From an optimization exercise on the open Yosys and OpenROAD flow, aimed at small area; shortcuts taken in it are not production practice. Function was checked by simulation only, so behaviour that the tests miss may differ from the original.

==> inputs of wip/tundra <==
==> flow/design.v (excerpt) <==
module top_module(clk, reset, led, player1_button, player2_button, squash_switch, AN_Out, C_Out);
export LEC_CHECK = 0
export CAP_MARGIN = 20
export CORE_MARGIN = 2
export CORE_UTILIZATION = 40
export SLEW_MARGIN = 20
create_clock -name core_clock -period 10.0 [get_ports {clk}]
standard.sh (not shown) runs the stock make flow with config.mk's settings and CLKGATE_MAP_FILE= SYNTH_SCRIPT=/design/flow/synth_recipe.tcl, a recipe that flattens the netlist after the stock synthesis.
==> flow/flow/run.sh <==
#!/bin/bash
# Own layout flow: the standard synthesis, then the combinational logic
# of its netlist re-mapped for area with ABC (every flip-flop instance is
# kept as it is), then the standard layout steps with smaller port buffers
# and a clock tree without dummy loads. Each tool's output goes to a log
# file of its own in the work folder.
set -euo pipefail
W=$PWD
R=$W/orfs/results/$FLOW_PLATFORM/top_module/base
LIB=$FLOW_HOME/platforms/$FLOW_PLATFORM/lib/sky130_fd_sc_hd__tt_025C_1v80.lib

# 1. standard synthesis (the standard flow's own script, unchanged)
bash standard.sh "$R/1_2_yosys.v" > "$W/std_synth.log" 2>&1
cp "$R/1_2_yosys.v" "$W/std_synth.v"

# 2. re-map the combinational logic
LIB="$LIB" IN="$W/std_synth.v" OUT="$W/resynth.v" ABCSCRIPT="$W/flow/area.abc" \
  DONT_USE="$(cat "$W/flow/dont_use.txt")" \
  yosys -c "$W/flow/resynth.tcl" > "$W/resynth.log" 2>&1
cp "$W/resynth.v" "$R/1_2_yosys.v"
touch "$R/1_2_yosys.v"

# 3. the rest of the standard flow
export BUFFER_PORTS_ARGS="-buffer_cell sky130_fd_sc_hd__buf_1"
export CTS_ARGS="$(cat "$W/flow/cts_args.txt")"
bash standard.sh > "$W/layout.log" 2>&1
==> flow/flow/area.abc <==
strash
&get -n
&deepsyn -T 60
&put
dch -f
&get -n
&nf -R 1000
&put
topo
==> flow/flow/cts_args.txt <==
-sink_clustering_enable -repair_clock_nets -buf_list sky130_fd_sc_hd__clkbuf_8 -sink_clustering_size 40 -sink_clustering_max_diameter 100 -dont_use_dummy_load
==> flow/flow/dont_use.txt <==
sky130_fd_sc_hd__probe_p_8 sky130_fd_sc_hd__probec_p_8 sky130_fd_sc_hd__lpflow_bleeder_1 sky130_fd_sc_hd__lpflow_clkbufkapwr_1 sky130_fd_sc_hd__lpflow_clkbufkapwr_16 sky130_fd_sc_hd__lpflow_clkbufkapwr_2 sky130_fd_sc_hd__lpflow_clkbufkapwr_4 sky130_fd_sc_hd__lpflow_clkbufkapwr_8 sky130_fd_sc_hd__lpflow_clkinvkapwr_1 sky130_fd_sc_hd__lpflow_clkinvkapwr_16 sky130_fd_sc_hd__lpflow_clkinvkapwr_2 sky130_fd_sc_hd__lpflow_clkinvkapwr_4 sky130_fd_sc_hd__lpflow_clkinvkapwr_8 sky130_fd_sc_hd__lpflow_decapkapwr_12 sky130_fd_sc_hd__lpflow_decapkapwr_3 sky130_fd_sc_hd__lpflow_decapkapwr_4 sky130_fd_sc_hd__lpflow_decapkapwr_6 sky130_fd_sc_hd__lpflow_decapkapwr_8 sky130_fd_sc_hd__lpflow_inputiso0n_1 sky130_fd_sc_hd__lpflow_inputiso0p_1 sky130_fd_sc_hd__lpflow_inputiso1n_1 sky130_fd_sc_hd__lpflow_inputiso1p_1 sky130_fd_sc_hd__lpflow_inputisolatch_1 sky130_fd_sc_hd__lpflow_isobufsrc_1 sky130_fd_sc_hd__lpflow_isobufsrc_16 sky130_fd_sc_hd__lpflow_isobufsrc_2 sky130_fd_sc_hd__lpflow_isobufsrc_4 sky130_fd_sc_hd__lpflow_isobufsrc_8 sky130_fd_sc_hd__lpflow_isobufsrckapwr_16 sky130_fd_sc_hd__lpflow_lsbuf_lh_hl_isowell_tap_1 sky130_fd_sc_hd__lpflow_lsbuf_lh_hl_isowell_tap_2 sky130_fd_sc_hd__lpflow_lsbuf_lh_hl_isowell_tap_4 sky130_fd_sc_hd__lpflow_lsbuf_lh_isowell_4 sky130_fd_sc_hd__lpflow_lsbuf_lh_isowell_tap_1 sky130_fd_sc_hd__lpflow_lsbuf_lh_isowell_tap_2 sky130_fd_sc_hd__lpflow_lsbuf_lh_isowell_tap_4 
==> flow/flow/resynth.tcl <==
# Re-map the combinational cells of a synthesized netlist with ABC. The
# flip-flop (and tie) cells stay black boxes, so every register instance
# keeps its name and cell type.
set lib $::env(LIB)
set dont {}
foreach c $::env(DONT_USE) { lappend dont -dont_use $c }
yosys read_liberty -ignore_miss_func $lib
yosys blackbox =sky130_fd_sc_hd__df* =sky130_fd_sc_hd__edf* =sky130_fd_sc_hd__sdf* =sky130_fd_sc_hd__dl* =sky130_fd_sc_hd__conb_1
yosys read_verilog $::env(IN)
yosys hierarchy -top top_module
yosys flatten
yosys opt_clean -purge
yosys tee -o $::env(OUT).before.stat stat
yosys abc -liberty $lib {*}$dont -script $::env(ABCSCRIPT)
yosys opt_clean -purge
yosys hilomap -singleton -hicell sky130_fd_sc_hd__conb_1 HI -locell sky130_fd_sc_hd__conb_1 LO
yosys splitnets
yosys opt_clean -purge
yosys insbuf -buf sky130_fd_sc_hd__buf_1 A X
yosys tee -o $::env(OUT).stat stat -liberty $lib
yosys write_verilog -noattr -nohex -nodec $::env(OUT)
==> wip/willow: changes against wip/tundra <==
--- a/flow/design.v
+++ b/flow/design.v
@@ -8,13 +8,13 @@
 localparam [8:0] END = 9'b011100001;
 localparam [8:0] START0 = 9'b111001000;
 reg [8:0] cnt;
 reg half;
 reg [8:0] start;
 always @(*) begin
-    case (hit_next)
+    case (hsel)
         3'd0: start = 9'b111001000;    
         3'd1: start = 9'b011000000;    
         3'd2: start = 9'b101100110;    
         3'd3: start = 9'b000000010;    
         3'd4: start = 9'b110000010;    
         3'd5: start = 9'b010010100;    
@@ -22,21 +22,18 @@
         3'd7: start = 9'b010101110;    
         default: start = 9'b0;
     endcase
 end
 wire wrap = (cnt == END);
 assign tick = wrap && !half;
-always @(posedge clk_in or posedge rst) begin
-    if (rst) begin
-        cnt <= START0;
-        half <= 0;
-    end
-    else if (wrap) begin
+wire [2:0] hsel = rst ? 3'd0 : hit_next;
+wire load = wrap || rst;
+always @(posedge clk_in) begin
+    half <= !rst && (half ^ wrap);
+    if (load)
         cnt <= start;
-        half <= ~half;
-    end
     else
         cnt <= {cnt[7:0], ~(cnt[8] ^ cnt[4])};
 end
 endmodule
 `timescale 1ns / 1ps
 module debouncer1(
@@ -252,29 +249,35 @@
         if (clr1) n_pc1 = 0;
         if (clr2) n_pc2 = 0;
     end
     assign hit_next = slow_tick ? n_hit : hit;
     always @(posedge clk or posedge reset) begin
         if (reset) begin
-            state <= SERVE;
             pos <= 4'd0;
             lit <= 1'b1;
+        end
+        else if (slow_tick) begin
+            pos <= n_pos;
+            lit <= n_lit;
+        end
+    end
+    always @(posedge clk) begin
+        if (reset) begin
+            state <= SERVE;
             dir <= 1'b0;
             serve1 <= 1'b0;
             player1_score <= 2'd0;
             player2_score <= 2'd0;
             player1_match_score <= 3'd0;
             player2_match_score <= 3'd0;
             hit <= 3'd0;
             pc1 <= 2'd0;
             pc2 <= 2'd0;
         end
         else if (slow_tick) begin
             state <= n_state;
-            pos <= n_pos;
-            lit <= n_lit;
             dir <= n_dir;
             serve1 <= n_serve1;
             player1_score <= n_t1s;
             player2_score <= n_t2s;
             player1_match_score <= n_tm1;
             player2_match_score <= n_tm2;
@@ -301,43 +304,44 @@
     case ({clkCounter[3], clkCounter[1], clkCounter[0]})
         3'b000, 3'b011, 3'b101: cc_fb = 1'b1;
         default: cc_fb = 1'b0;
     endcase
 end
 wire [2:0] on = LEDCounter - 1'b1;
-wire started = (shown != 4'b1111);
+wire started = (shown != 4'b1010);
 assign AN_Out = started ? ~((8'd1 << on) & 8'b11100111) : 8'h00;
 always @(*) begin
     case (shown)
         4'b0000: C_Out = ~7'b0111111;
         4'b0001: C_Out = ~7'b0000110;
         4'b0010: C_Out = ~7'b1011011;
         4'b0011: C_Out = ~7'b1001111;
         4'b0100: C_Out = ~7'b1100110;
         4'b0101: C_Out = ~7'b1101101;
         4'b0110: C_Out = ~7'b1111101;
         4'b0111: C_Out = ~7'b1100111;
-        4'b1001: C_Out = ~7'b1110011;
-        4'b1111: C_Out = 7'b0000000;
-        default: C_Out = 7'b1111111;
+        4'b1101: C_Out = ~7'b1110011;    
+        4'b1010: C_Out = 7'b0000000;     
+        4'b1001: C_Out = 7'b1111111;     
+        default: C_Out = 7'b1111111;     
     endcase
 end
 always @(posedge clk or posedge rst)
 begin
     if(rst)
     begin
         LEDCounter <= 0;
-        shown <= 4'b1111;
+        shown <= 4'b1010;
     end
     else if(slow_tick)
     begin
         LEDCounter <= LEDCounter + 1'b1;
         shown <= code_in;
     end
 end
-always @(posedge clk or posedge rst)
+always @(posedge clk)
 begin
     if(rst)
         clkCounter <= 0;
     else
         clkCounter <= {clkCounter[2:0], cc_fb};
 end
@@ -349,24 +353,24 @@
 input [1:0] player2_score;
 input [2:0] player1_match_score;
 input [2:0] player2_match_score;
 input squash_switch;
 output [7:0] AN_Out;
 output [6:0] C_Out;
-localparam [3:0] BLANK = 4'b1000, CHAR_P = 4'b1001;
+localparam [3:0] BLANK = 4'b1001, CHAR_P = 4'b1101;
 reg [1:0] p1_match_last;
 reg [2:0] p2_match_last;
 reg [3:0] code;
 wire [2:0] digit;
 wire banner1 = (player1_match_score == 3'd3);
 wire banner2 = (player2_match_score == 3'd3);
 wire normal = !squash_switch && !banner1 && !banner2;
-wire [1:0] p1_match_now = (normal && !player1_match_score[2]) ?
-                          player1_match_score[1:0] : p1_match_last;
-wire [2:0] p2_match_now = (squash_switch || (normal && !player2_match_score[2])) ?
-                          player2_match_score : p2_match_last;
+wire take1 = !rst && normal && !player1_match_score[2];
+wire take2 = !rst && (squash_switch || (normal && !player2_match_score[2]));
+wire [1:0] p1_match_now = take1 ? player1_match_score[1:0] : p1_match_last;
+wire [2:0] p2_match_now = take2 ? player2_match_score : p2_match_last;
 reg [3:0] n_code;
 always @(*) begin
     n_code = BLANK;
     if (squash_switch) begin
         if (digit == 3'd1) n_code = {1'b0, player2_match_score};
     end
@@ -387,16 +391,14 @@
             default: n_code = BLANK;
         endcase
     end
 end
 always @(posedge clk) begin
     code <= n_code;
-    if (!rst) begin
-        p1_match_last <= p1_match_now;
-        p2_match_last <= p2_match_now;
-    end
+    p1_match_last <= (player1_match_score[1:0] & {2{take1}}) | (p1_match_last & {2{!take1}});
+    p2_match_last <= (player2_match_score & {3{take2}}) | (p2_match_last & {3{!take2}});
 end
 SevenSegmentLED SevenSegmentLED(.clk(clk),.rst(rst),.code_in(code),.digit(digit),.AN_Out(AN_Out),.C_Out(C_Out));
 endmodule
 `timescale 1ns / 1ps
 module top_module(clk, reset, led, player1_button, player2_button, squash_switch, AN_Out, C_Out);
     input clk;
==> flow/flow/run.sh (replaced) <==
#!/bin/bash
# Own layout flow: the standard synthesis, then the combinational logic
# of its netlist re-mapped for area with ABC (every flip-flop instance is
# kept as it is; several ABC seeds run side by side and the smallest
# netlist is kept), then the standard layout steps with buf_1 port buffers
# and a clock tree without dummy loads. Each tool's output goes to a log
# file of its own in the work folder.
set -euo pipefail
W=$PWD
R=$W/orfs/results/$FLOW_PLATFORM/top_module/base
LIB=$FLOW_HOME/platforms/$FLOW_PLATFORM/lib/sky130_fd_sc_hd__tt_025C_1v80.lib

# 1. standard synthesis (the standard flow's own script, unchanged)
bash standard.sh "$R/1_2_yosys.v" > "$W/std_synth.log" 2>&1
cp "$R/1_2_yosys.v" "$W/std_synth.v"

# 2. re-map the combinational logic with a few ABC seeds
SEEDS="1 2 3"
for s in $SEEDS; do
  sed "s/@SEED@/$s/" "$W/flow/area.abc" > "$W/area_$s.abc"
  LIB="$LIB" IN="$W/std_synth.v" OUT="$W/resynth_$s.v" ABCSCRIPT="$W/area_$s.abc" \
    DONT_USE="$(cat "$W/flow/dont_use.txt")" \
    yosys -c "$W/flow/resynth.tcl" > "$W/resynth_$s.log" 2>&1 &
done
wait
best=""; barea=""
for s in $SEEDS; do
  a=$(awk '/Chip area/ {print $NF}' "$W/resynth_$s.v.stat")
  echo "seed $s area $a" >> "$W/resynth_pick.log"
  if [[ -z "$best" ]] || awk -v a="$a" -v b="$barea" 'BEGIN {exit !(a < b)}'; then best=$s; barea=$a; fi
done
echo "picked seed $best ($barea)" >> "$W/resynth_pick.log"
cp "$W/resynth_$best.v" "$R/1_2_yosys.v"
touch "$R/1_2_yosys.v"

# 3. the rest of the standard flow
export BUFFER_PORTS_ARGS="-buffer_cell sky130_fd_sc_hd__buf_1"
export CTS_ARGS="$(cat "$W/flow/cts_args.txt")"
bash standard.sh > "$W/layout.log" 2>&1
==> flow/flow/area.abc (replaced) <==
strash
&get -n
&deepsyn -T 120 -S @SEED@
&dch -f
&nf -R 1000
&put
topo
==> flow/flow/cts_args.txt (replaced) <==
-sink_clustering_enable -repair_clock_nets -buf_list sky130_fd_sc_hd__clkbuf_8 -sink_clustering_size 80 -sink_clustering_max_diameter 500 -dont_use_dummy_load
==> wip/zinc: changes against wip/tundra <==
==> flow/run.sh (new file) <==
#!/bin/bash
# synth_recipe.tcl (not shown) runs the flow's synth.tcl, then flattens the netlist and writes it again
# the make line also repeats each setting of config.mk as NAME=value (left out here)
make -C /OpenROAD-flow-scripts/flow DESIGN_CONFIG=/design/flow/config.mk WORK_HOME=/design/flow/orfs CLKGATE_MAP_FILE= SYNTH_SCRIPT=/design/flow/synth_recipe.tcl finish
- CTS_BUF_LIST: default -> sky130_fd_sc_hd__clkbuf_8
- CTS_CLUSTER_DIAMETER: default -> 100
- CTS_CLUSTER_SIZE: default -> 40
removed: flow/flow/run.sh
removed: flow/flow/area.abc
removed: flow/flow/cts_args.txt
removed: flow/flow/dont_use.txt
removed: flow/flow/resynth.tcl
removed: flow/standard.sh
==> flow_metrics.tcl <==
set metrics [dict create \
    cp.depth 10 \
    critPathKind "in2reg" \
    seqAreaFraction 0.4673 \
    gp_congestion 0.8368 \
    dr_wl_met3_um 263 \
    path_clk_slew_ns 0.07 \
    wl_per_cell_um 12.91 \
    use_met2 0.2271 \
    route.vias.total 2863 \
    cp_slowest_cell "buf_1" \
    status "no timing/DRC/antenna violations" \
    crit_arrival_ns 4.87 \
    stdcell_count 540 \
    grt_use_met1 0.2167 \
    wl_met2_um 3089 \
    skew_ns 0.02549 \
    whs_endpoint "s1.SevenSegmentLED.clkCounter[1]$_DFF_PP0_" \
    cp_max_fo 21 \
]
[end of results for wip/tundra]
==> flow_metrics.tcl <==
set metrics [dict create \
    wl_met2_um 3059 \
    cp_slowest_cell "dfstp_2" \
    stdcell_count 552 \
    use_met2 0.2395 \
    skew_ns 0.01644 \
    gp_congestion 0.8793 \
    cp.depth 8 \
    status "no timing/DRC/antenna violations" \
    dr_wl_met3_um 375 \
    crit_arrival_ns 2.40 \
]
[end of results for wip/willow]
==> flow_metrics.tcl <==
set metrics [dict create \
    skew_ns 0.01674 \
    status "no timing/DRC/antenna violations" \
    cp_slowest_cell "a21oi_1" \
    stdcell_count 701 \
    crit_arrival_ns 4.58 \
    cp_max_fo 28 \
    wl_per_cell_um 14.85 \
    cp.depth 10 \
    path_clk_slew_ns 0.08 \
    seqAreaFraction 0.3398 \
    route.vias.total 3882 \
    use_met2 0.2832 \
]
[end of results for wip/zinc]

afterwards: timing with drivers on the ports:
Ports are ideal in the flow. The routed layouts listed here were re-timed in OpenROAD. Step 1 assumes that a clkbuf_16 drives the clock port and a buf_2 every other input. Step 2 moves the port delays by t, midway between the first and last clock arrival at a register: inputs arrive t later, outputs are due t later. That takes back most of the time a late clock gives input paths. a / b / c = ideal ports / drivers / drivers and shift; a / b = the first two.
| run | t, ns | slack for setup (ns) | worst register clock-pin slew, ns |
|---|---|---|---|
| wip/tundra | 0.364 | 5.392 / 5.390 / 5.026 | 0.09 / 0.09 |
| wip/willow | 0.352 | 5.597 / 5.566 / 5.753 | 0.08 / 0.08 |
| wip/zinc | 0.389 | 5.658 / 5.638 / 5.278 | 0.09 / 0.09 |
After both steps setup and hold are still met in every run listed. The setup slack of wip/zinc, which loses most, moves by -0.020 ns with the drivers and by -0.380 ns with both steps.
